From an optimization exercise on the open Yosys and OpenROAD flow, aimed at small area; shortcuts taken in it are not production practice.
The RTL was checked by simulation tests, not by an equivalence proof against the original design.
Power and IR drop assume default switching activity.

==> flow/design.v <==
localparam  [ 2: 0] BEQ     = 3'b000,
                    BNE     = 3'b001,
                    BLT     = 3'b100,
                    BGE     = 3'b101,
                    BLTU    = 3'b110,
                    BGEU    = 3'b111;
localparam  [ 2: 0] ADD     = 3'b000,     
                    SLL     = 3'b001,
                    SLT     = 3'b010,
                    SLTU    = 3'b011,
                    XOR     = 3'b100,
                    SR      = 3'b101,     
                    OR      = 3'b110,
                    AND     = 3'b111;
`timescale 1ns/1ps
module execute
#(
	parameter [31:0] RESET = 32'h0000_0000
)
(
	input clk,
	input reset,
	input  [31:0] reg_rdata1,
	input  [31:0] reg_rdata2,
	input  [31:0] execute_imm,
	input  [31:0] pc,
	input  [31:0] fetch_pc,
	input     	immediate_sel,
	input     	mem_write,
	input     	jal,
	input     	jalr,
	input     	lui,
	input     	alu,
	input     	branch,
	input     	arithsubtype,
	input     	mem_to_reg,
	input     	stall_read,
	input  [4:0]  dest_reg_sel,
	input  [2:0]  alu_op,
	input  [1:0]  dmem_raddr,
	input     	wb_branch_i,
	input     	wb_branch_nxt_i,
	output [31:0] alu_operand1,
	output [31:0] alu_operand2,
	output [31:0] write_address,
	output    	branch_stall,
	output [31:0] next_pc,
	output    	branch_taken,
	output reg [31:0] wb_result,
	output reg    	wb_mem_write,
	output reg    	wb_alu_to_reg,
	output reg [4:0]  wb_dest_reg_sel,
	output reg    	wb_branch,
	output reg    	wb_branch_nxt,
	output reg    	wb_mem_to_reg,
	output reg [1:0]  wb_read_address,
	output reg [2:0]  mem_alu_operation
);
localparam  [ 2: 0] BEQ     = 3'b000,
                    BNE     = 3'b001,
                    BLT     = 3'b100,
                    BGE     = 3'b101,
                    BLTU    = 3'b110,
                    BGEU    = 3'b111;
localparam  [ 2: 0] ADD     = 3'b000,     
                    SLL     = 3'b001,
                    SLT     = 3'b010,
                    SLTU    = 3'b011,
                    XOR     = 3'b100,
                    SR      = 3'b101,     
                    OR      = 3'b110,
                    AND     = 3'b111;
wire [31:0] a = reg_rdata1;
wire [31:0] b = immediate_sel ? execute_imm : reg_rdata2;
assign alu_operand1 = a;
assign alu_operand2 = b;
assign branch_stall = wb_branch_i | wb_branch_nxt_i;
wire [31:0] addr_sum;
bk_add #(.N(32)) u_addr (.x(a), .y(execute_imm), .ci(1'b0), .s(addr_sum), .co());
assign write_address = addr_sum;
wire [31:0] target;
bk_add #(.N(32)) u_target (.x(pc), .y(execute_imm), .ci(1'b0), .s(target), .co());
wire [29:0] seq_hi;
inc_n #(.N(30)) u_seq (.x(fetch_pc[31:2]), .s(seq_hi));
wire [31:0] seq_pc = {seq_hi, fetch_pc[1:0]};
wire [29:0] link_hi;
inc_n #(.N(30)) u_link (.x(pc[31:2]), .s(link_hi));
wire [31:0] link_pc = {link_hi, pc[1:0]};
wire        sub = branch | (~alu_op[2] & (alu_op[1] | arithsubtype));
wire [31:0] alu_sum;
wire        alu_co;
bk_add #(.N(32)) u_alu (.x(a), .y(b ^ {32{sub}}), .ci(sub), .s(alu_sum), .co(alu_co));
wire ltu = ~alu_co;
wire lt  = (a[31] ^ b[31]) ? a[31] : alu_sum[31];
wire eq  = (a == b);
wire cmp  = alu_op[2] ? (alu_op[1] ? ltu : lt) : eq;
wire cond = cmp ^ alu_op[0];
wire to_target = jal | (branch & cond);
assign next_pc      = jalr ? addr_sum : (to_target ? target : seq_pc);
assign branch_taken = (jal | jalr | (branch & cond)) & ~branch_stall;
wire        left = ~alu_op[2];
wire [31:0] a_rev;
genvar gi;
generate for (gi = 0; gi < 32; gi = gi + 1) begin : g_rev_in
	assign a_rev[gi] = a[31 - gi];
end endgenerate
wire [31:0] sh_in = left ? a_rev : a;
wire        fill  = arithsubtype & a[31] & ~left;
wire [31:0] s0 = b[0] ? {fill, sh_in[31:1]}              : sh_in;
wire [31:0] s1 = b[1] ? {{2{fill}}, s0[31:2]}            : s0;
wire [31:0] s2 = b[2] ? {{4{fill}}, s1[31:4]}            : s1;
wire [31:0] s3 = b[3] ? {{8{fill}}, s2[31:8]}            : s2;
wire [31:0] s4 = b[4] ? {{16{fill}}, s3[31:16]}          : s3;
wire [31:0] s4_rev;
generate for (gi = 0; gi < 32; gi = gi + 1) begin : g_rev_out
	assign s4_rev[gi] = s4[31 - gi];
end endgenerate
wire [31:0] shift_res = left ? s4_rev : s4;
reg [31:0] alu_res;
always @(*) begin
	case (alu_op)
		ADD : alu_res = alu_sum;
		SLL : alu_res = shift_res;
		SLT : alu_res = {31'b0, lt};
		SLTU: alu_res = {31'b0, ltu};
		XOR : alu_res = a ^ b;
		SR  : alu_res = shift_res;
		OR  : alu_res = a | b;
		default: alu_res = a & b;
	endcase
end
wire [31:0] ex_result = mem_write    ? b :
                        (jal | jalr) ? link_pc :
                        lui          ? execute_imm :
                                       alu_res;
always @(posedge clk or negedge reset) begin
	if (!reset) begin
		wb_result         <= 32'h0;
		wb_mem_write      <= 1'b0;
		wb_alu_to_reg     <= 1'b0;
		wb_dest_reg_sel   <= 5'h0;
		wb_branch         <= 1'b0;
		wb_branch_nxt     <= 1'b0;
		wb_mem_to_reg     <= 1'b0;
		wb_read_address   <= 2'h0;
		mem_alu_operation <= 3'h0;
	end
	else if (!stall_read) begin
		wb_result         <= ex_result;
		wb_mem_write      <= mem_write & ~branch_stall;
		wb_alu_to_reg     <= alu | lui | jal | jalr | mem_to_reg;
		wb_dest_reg_sel   <= dest_reg_sel;
		wb_branch         <= branch_taken;
		wb_branch_nxt     <= wb_branch;
		wb_mem_to_reg     <= mem_to_reg;
		wb_read_address   <= dmem_raddr;
		mem_alu_operation <= alu_op;
	end
end
endmodule
module bk_add #(parameter N = 32) (
	input  [N-1:0] x,
	input  [N-1:0] y,
	input          ci,
	output [N-1:0] s,
	output         co
);
	reg [N-1:0] g, p, G, P;
	integer i, l;
	always @(*) begin
		p = x ^ y;
		g = x & y;
		G = g;
		P = p;
		G[0] = g[0] | (p[0] & ci);
		for (l = 1; l < N; l = l * 2)
			for (i = 2 * l - 1; i < N; i = i + 2 * l) begin
				G[i] = G[i] | (P[i] & G[i - l]);
				P[i] = P[i] & P[i - l];
			end
		for (l = N / 4; l >= 1; l = l / 2)
			for (i = 3 * l - 1; i < N; i = i + 2 * l) begin
				G[i] = G[i] | (P[i] & G[i - l]);
				P[i] = P[i] & P[i - l];
			end
	end
	assign s  = p ^ {G[N-2:0], ci};
	assign co = G[N-1];
endmodule
module inc_n #(parameter N = 30) (
	input  [N-1:0] x,
	output [N-1:0] s
);
	reg [N-1:0] c;
	integer i;
	always @(*) begin
		c[0] = 1'b1;
		for (i = 1; i < N; i = i + 1)
			c[i] = c[i - 1] & x[i - 1];
	end
	assign s = x ^ c;
endmodule
==> flow/run.sh <==
#!/bin/bash
# synth_recipe.tcl (not shown) runs the flow's synth.tcl, then flattens the netlist and writes it again
# the make line also repeats each setting of config.mk as NAME=value (left out here)
make -C /OpenROAD-flow-scripts/flow DESIGN_CONFIG=/design/flow/config.mk WORK_HOME=/design/flow/orfs CLKGATE_MAP_FILE= SYNTH_SCRIPT=/design/flow/synth_recipe.tcl finish
==> flow/config.mk <==
export PLATFORM = sky130hd
export DESIGN_NAME = execute
export DESIGN_NICKNAME = execute
export VERILOG_FILES = /design/flow/design.v
export SDC_FILE = /design/flow/constraint.sdc
export NUM_CORES = 4
export LEC_CHECK = 0
export CAP_MARGIN = 20
export CORE_MARGIN = 2
export CORE_UTILIZATION = 40
export SLEW_MARGIN = 20
==> flow/constraint.sdc <==
create_clock -name core_clock -period 12.0 [get_ports {clk}]
set_input_delay 2.4000 -clock core_clock [delete_from_list [all_inputs] [get_ports {clk}]]
set_output_delay 2.4000 -clock core_clock [all_outputs]
set_load 0.01 [all_outputs]
==> impl_metrics.toml, run 1 <==
[clock_network]
ctsLongestPathBuffers = 2
clk_pin_slew_ns = 0.07
cts_root_buf = "clkbuf_16"
htree_levels = 2
cts_hold_buffers = 0
clock_latency_ns = 0.31
cts_buffers = 5
cts_tree = "built"
postCtsSetupBuffers = 0
cts.sinks = 47

[yosys]
synth.most_common_cell = "ha_1"
synthArstFlopShare_pct = 100.0
yosysSeqAreaShare_pct = 8.735
postSynthAreaPerCell_um2 = 8.140
ys.flop_type = "dfrtp_1"
synth_top_area_share_pct = 19.33
synth-edff-count = 0
netlist_top_cells_area = "ha_1 19%, dfrtp_1 8.7%, fa_1 7.1%, a21oi_1 5.9%, mux2i_1 5.8%"
synth_area_um2 = 13460
yosysUniqueCellTypes = 72
synth_nets = 2094
synth_area_leader_cell = "ha_1"
syn_inst = 1654
synth_common_cells = "208 x ha_1, 159 x a21oi_1, 143 x nor2_1, 122 x inv_1, 94 x nand2_1"
ys_ff_latch = 47
yosys_warnings = 3

[floorplan]
die-area_um2 = 35140
io_pins = 361
core_um2 = 33360
die_w_um = 187.5
start_util_pct = 40.35
rows = 67
die_h_um = 187.5

[worst_setup_path]
worstSetupPathType = "in2out"
r2r_start = "wb_result[14]"
r2r_setup_slack_ns = 10.71
endpoint_kind = "primary output"
r2r_cells = 4
cp-start-kind = "input port"
cp_max_fo = 26
worstPathRequired_ns = 9.60
worstPathArrival_ns = 9.24
timing.rr.end = "wb_result[14]"

[power_and_ir_drop]
clock_power_share_pct = 12.1
switching_share_pct = 48.44
sequentialPowerShare_pct = 13.3
p_sw_w = 0.0006993
p_int_w = 0.0007444
ir_worst_vdd_mv = 0.04943
p_comb_share_pct = 74.6
power_leakage_nw = 7.963
p_per_area_nw_per_um2 = 80.93

[final_layout]
largest_register_ff_count = 32
fillers = 3262
drive_gt1_share_pct = 9.155
final_util_pct = 53.47
nNetsFinal = 2416
regMostFlops = "wb_result"
area_growth_pct = 32.50
largest_registers = "wb_result (32), wb_dest_reg_sel (5), mem_alu_operation (3)"

[hold_path]
hold_class = "reg2reg"
holdCritStartpoint = "mem_alu_operation[1]"
hold_depth = 2
hold_end = "mem_alu_operation[1]"

[timing]
min_period_ns = 11.64
rsz0062_at_grt = "false"
fin_skew_ns = 0.0001477
tightest_slew_ns = 1.204
hold_violations = 0
min_period_over_period_pct = 97.03
setup_viol = 0
tns_ns = 0
clock.fmax_mhz = 85.88
slew_headroom_pct = 18.88
slew_viol_final = 0

[grt]
grt_pass1_wl_um = 105200
grt_max_degree = 56
antenna_found_initial = 1
overflow = 0
grt_util_all_layers_pct = 40.75
grt_pass1_vias = 14730

[status]
outcome = "no timing/DRC/antenna violations"

[drt]
vias = 15220
routedWlPerCell_um = 30.22
routed_via_density = 6.272
wl_met2_um = 30620
wl_met3_um = 7810
drc = 0
drtIter0Drc = 1783
drtPass1Iterations = 6
met1_length_um = 30660
topRoutingLayerUsed = "met4"
ant_nets = 0
routed_wl_um = 73310

[placement]
globalplace.congestion = 1.093
dp_hpwl_um = 59020
io_buffers = 360

[run]
drv_cap = 0
## worst max path at each step
stage	start	end	slack, ns	cells after the start
2_1_floorplan	alu_op[2]	next_pc[17]	1.07	30
3_3_place_gp	branch	next_pc[3]	0.46	26
6_report	branch	next_pc[19]	0.36	26
4_1_cts	branch	next_pc[19]	0.36	26
3_5_place_dp	branch	next_pc[19]	0.37	26
5_1_grt	arithsubtype	next_pc[9]	0.007	28
## routing by layer
layer	vias up	global-route usage (%)
met4	0	19.62
met1	7365	56.09
met5	-	0
met2	973	60.57
li1	6740	-
met3	139	8.724
## worst max-delay path, cell delays in order
cell             delay (ns)
clkdlybuf4s50_1        0.56
nor2_4                 0.40
buf_6                  0.37
xnor2_1                0.17
ha_1                   0.33
o21ai_0                0.10
a21oi_1                0.19
o311a_1                0.24
o21ai_1                0.12
a211oi_1               0.48
nor2_1                 0.14
o21a_1                 0.24
o21bai_1               0.12
a21oi_1                0.10
fa_1                   0.40
xor2_1                 0.18
nor2_1                 0.10
a21oi_1                0.06
o21ai_0                0.25
nor3_1                 0.08
o21a_1                 0.13
or4b_4                 0.57
and3_1                 0.31
buf_4                  0.22
a221oi_2               0.36
clkdlybuf4s50_1        0.60
## stage by stage
step                      hold WS (ns)  setup WS [ns]  instances  area, um^2  power (W)
after floorplan                 0.5187          1.072       1654       13460  0.0007327
after global placement          0.4701         0.4619       2417       17660   0.001233
after detailed placement        0.4733         0.3666       2417       17660   0.001242
after CTS                       0.4921         0.3617       2425       17830   0.001421
after global routing            0.5183       0.006824       2425       17840   0.001512
final                           0.4840         0.3564       2426       17840   0.001444
## final cells by class
class                      count  area (um^2)  area share (%)
sequential                    47         1176           6.593
inverter                     127        481.7           2.700
multi-input combinational   1342        11150           62.53
antenna                        1        2.502         0.01403
clock buffer                   5        125.1          0.7014
timing repair buffer         453         4293           24.06
clock inverter                 3        46.29          0.2595
tap                          448        560.5           3.142
## repair_timing
action                     4_1_cts  5_1_grt
gates resized for setup          0        1
setup endpoints to repair        0       22
hold endpoints to repair         0        0
## cells in the final DEF, fill, tap and decap left out, drive strengths merged, types with 23 or more instances in the layout
| cell | n |
|---|---|
| a311oi | 23 |
| inv | 124 |
| a221o | 23 |
| nor3 | 34 |
| o211ai | 23 |
| fa | 48 |
| mux2i | 81 |
| a221oi | 35 |
| o21ai | 87 |
| ha | 208 |
| mux4 | 33 |
| nand2 | 94 |
| a21oi | 159 |
| a21o | 34 |
| dfrtp | 47 |
| clkdlybuf4s50 | 355 |
| xor2 | 24 |
| xnor2 | 57 |
| buf | 98 |
| nand3 | 23 |
| nor2 | 143 |
| a211oi | 28 |
## kinds of logic (layout without fill, tap and decap cells)
family                     count (synthesis)  after routing  share of synthesized area, %
DFF                                       47             47                         8.735
AOI/OAI and AO/OA                        505            505                         24.99
adders and majority gates                256            256                         26.47
muxes                                    136            136                         13.85
other                                      0              1                             0
buffers and inverters                    265            588                         8.614
and+or+nand+nor                          364            364                         12.08
xor gates and xnor gates                  81             81                         5.269
## power groups by stage
stage	registers, W	logic, W	clock network (W)
final	0.000192	0.00108	0.000175
after global routing	0.000193	0.00114	0.000182
after CTS	0.000192	0.00105	0.000178
after detailed placement	0.000195	0.00105	0
after global placement	0.000194	0.00104	0
after floorplan	0.000199	0.000534	0
==> run 2: changes to the inputs <==
==> flow/flow/run.sh (new file) <==
#!/bin/bash
# Standard ORFS layout, with the port buffers made from the smallest buffer
# cell (buf_1) instead of the one buffer_ports picks by default.
set -euo pipefail
export BUFFER_PORTS_ARGS="-buffer_cell sky130_fd_sc_hd__buf_1"
bash standard.sh > standard_flow.log 2>&1
==> flow/standard.sh (new file) <==
#!/bin/bash
# synth_recipe.tcl (not shown) runs the flow's synth.tcl, then flattens the netlist and writes it again
# the make line also repeats each setting of config.mk as NAME=value (left out here)
make -C /OpenROAD-flow-scripts/flow DESIGN_CONFIG=/design/flow/config.mk WORK_HOME=/design/flow/orfs CLKGATE_MAP_FILE= SYNTH_SCRIPT=/design/flow/synth_recipe.tcl "${@:-finish}"
removed: flow/run.sh
==> impl_metrics.toml, run 2 <==
[status]
outcome = "no timing/DRC/antenna violations"

[power_and_ir_drop]
power_w = 0.001256
p_per_area_nw_per_um2 = 81.33
power_leakage_nw = 6.897
ir_worst_vdd_mv = 0.04730

[drt]
drc = 0
routed_wl_um = 70310
drtPass1Iterations = 5
vias = 15070
ant_nets = 0
routed_via_density = 6.269
routedWlPerCell_um = 29.25
drtIter0Drc = 1550

[timing]
rsz0062_at_grt = "false"
slew_viol_final = 0
setup_viol = 0
slew_headroom_pct = 22.77
clock.fmax_mhz = 90.04
tns_ns = 0
fin_skew_ns = 0.0003456
hold_violations = 0
holdWs_ns = 0.4915
min_period_over_period_pct = 92.55
min_period_ns = 11.11
tightest_slew_ns = 1.146

[yosys]
yosysUniqueCellTypes = 72
ys.flop_type = "dfrtp_1"
synth_top_area_share_pct = 19.33
synth_nets = 2094
ys_ff_latch = 47
yosys_warnings = 3
netlist_top_cells_area = "ha_1 19%, dfrtp_1 8.7%, fa_1 7.1%, a21oi_1 5.9%, mux2i_1 5.8%"
synth_common_cells = "208 x ha_1, 159 x a21oi_1, 143 x nor2_1, 122 x inv_1, 94 x nand2_1"
postSynthAreaPerCell_um2 = 8.140
syn_inst = 1654
synth-edff-count = 0
synth_area_leader_cell = "ha_1"
yosysSeqAreaShare_pct = 8.735
synth.most_common_cell = "ha_1"
synth_area_um2 = 13460
synthArstFlopShare_pct = 100.0

[clock_network]
clock_latency_ns = 0.30
ctsLongestPathBuffers = 2
clk_pin_slew_ns = 0.08
post_cts_resized = 0
cts_tree = "built"
cts.sinks = 47
cts_hold_buffers = 0
htree_levels = 2
cts_root_buf = "clkbuf_16"
postCtsSetupBuffers = 0
cts_buffers = 5

[worst_setup_path]
endpoint_kind = "primary output"
worstPathArrival_ns = 8.71
cp_max_fo = 32
worstSetupPathType = "in2out"
worstPathRequired_ns = 9.60
cp-start-kind = "input port"

[grt]
grt_pass1_wl_um = 100700
grt_max_degree = 49
antenna_found_initial = 1
grt_pass1_vias = 14400
grt_util_all_layers_pct = 38.79
overflow = 0

[final_layout]
layout_common_cells = "354 x buf_1, 208 x ha_1, 159 x a21oi_1"
largest_register_ff_count = 32
final_common_cell = "buf_1"
largest_registers = "wb_result (32), wb_dest_reg_sel (5), mem_alu_operation (3)"
area_growth_pct = 14.71
nNetsFinal = 2396
regMostFlops = "wb_result"
fillers = 3455
drive_gt1_share_pct = 8.333
diodes = 0
design_area_um2 = 15440
final_util_pct = 46.29

[floorplan]
die_w_um = 187.5
die_h_um = 187.5
start_util_pct = 40.35
io_pins = 361
die-area_um2 = 35140
core_um2 = 33360
rows = 67

[placement]
io_buffers = 360
globalplace.congestion = 1.016
dp_hpwl_um = 56000
place_area_um2 = 15290

[hold_path]
hold_class = "reg2reg"

[run]
drv_cap = 0
run 2: cell counts after synthesis:
Identical to the previous run, type by type.
run 2: final timing paths:
kind	from	endpoint	slack [ns]	cells after the start
min in group asynchronous	reset	wb_dest_reg_sel[1]	2.22	2
setup / recovery	immediate_sel	next_pc[9]	0.89	26
hold / removal	mem_alu_operation[1]	mem_alu_operation[1]	0.49	2
max in group asynchronous	reset	wb_result[12]	9.30	2
setup reg to reg	wb_result[14]	wb_result[14]	10.56	4
hold reg to reg	mem_alu_operation[1]	mem_alu_operation[1]	0.49	2
run 2: through the flow:
| step | std cells | setup slack, ns |
|---|---|---|
| after floorplan | 1654 | 1.072 |
| after global placement | 2397 | 0.8787 |
| after detailed placement | 2397 | 1.022 |
| after CTS | 2404 | 1.009 |
| after global routing | 2404 | 0.5658 |
| final | 2404 | 0.8942 |
run 2: worst max-delay path, stage by stage:
cell and delay, ns:
clkbuf_2 0.10, buf_12 0.26, mux2i_1 0.51, inv_1 0.18, xnor2_1 0.16, ha_1 0.38, nand4_1 0.12, nor2_1 0.15
o311a_1 0.32, o21ai_1 0.13, a211oi_1 0.37, nor2_1 0.13, o21a_1 0.24, o21bai_1 0.13, a21oi_1 0.10, fa_1 0.41
xor2_1 0.18, nor2_1 0.09, a21oi_1 0.06, o21ai_0 0.21, nor3_1 0.08, o21a_1 0.12, or4b_4 0.68, and3_2 0.50
a221oi_1 0.42, buf_1 0.19
run 2: final cells by class:
type / instances / area [um^2] / share of cell area [%]
tap: 448 / 560.5 / 3.629
clock buffer: 6 / 138.9 / 0.8992
timing repair buffer: 433 / 1919 / 12.43
sequential: 47 / 1176 / 7.615
clock inverter: 1 / 8.758 / 0.05671
inverter: 127 / 481.7 / 3.119
multi-input combinational: 1342 / 11160 / 72.25
run 2: where the power goes:
group          leakage (nW)  total [W]  internal (W)  switching (W)
sequential            0.564   0.000193      0.000177      0.0000159
clock                0.0733   0.000157     0.0000831      0.0000738
combinational          6.26   0.000906      0.000326       0.000581
run 2: cells by family after synthesis:
logic type	count (synthesis)	share of synthesized area, %
mux	136	13.85
flops	47	8.735
simple gates	364	12.08
compound gates	505	24.99
fa+ha+maj	256	26.47
xor+xnor	81	5.269
buf+inv	265	8.614
run 2: metal layers:
layer  GRT usage (%)  wire length, um  vias to the layer above
met4           17.44             3593                        0
met2           59.84            30210                      905
met1           52.20            29350                     7312
li1                -                -                     6712
met5               0                0                        -
met3           8.143             7161                      142

separate check: timing with driven ports:
In the flow no input, the clock included, has a driving cell. The finished layouts below were timed again as built, in two steps. Step 1 sets driving cells, clkbuf_16 on the clock port and buf_2 on the other inputs (assumed; they add their load-dependent delay and slew). Step 2 adds t to the input delays and takes it off the output delays; t is the mean of the earliest and latest rising clock arrival at the registers after step 1. Input paths then give back, and output paths get back, about the clock's delay inside the block. a / b / c = ideal / step 1 / step 2; a / b = the first two.
| run | t, ns | slack for setup (ns) | latest minus earliest clock arrival (ns) | worst register clock-pin slew, ns | worst slew at a driven data input, ns |
|---|---|---|---|---|---|
| run 1 | 0.343 | 0.356 / 0.333 / 0.333 | 0.010 / 0.010 | 0.08 / 0.08 | 0.09 |
| run 2 | 0.346 | 0.894 / 0.871 / 0.871 | 0.012 / 0.012 | 0.08 / 0.08 | 0.08 |
After both steps every run listed still meets setup and hold.
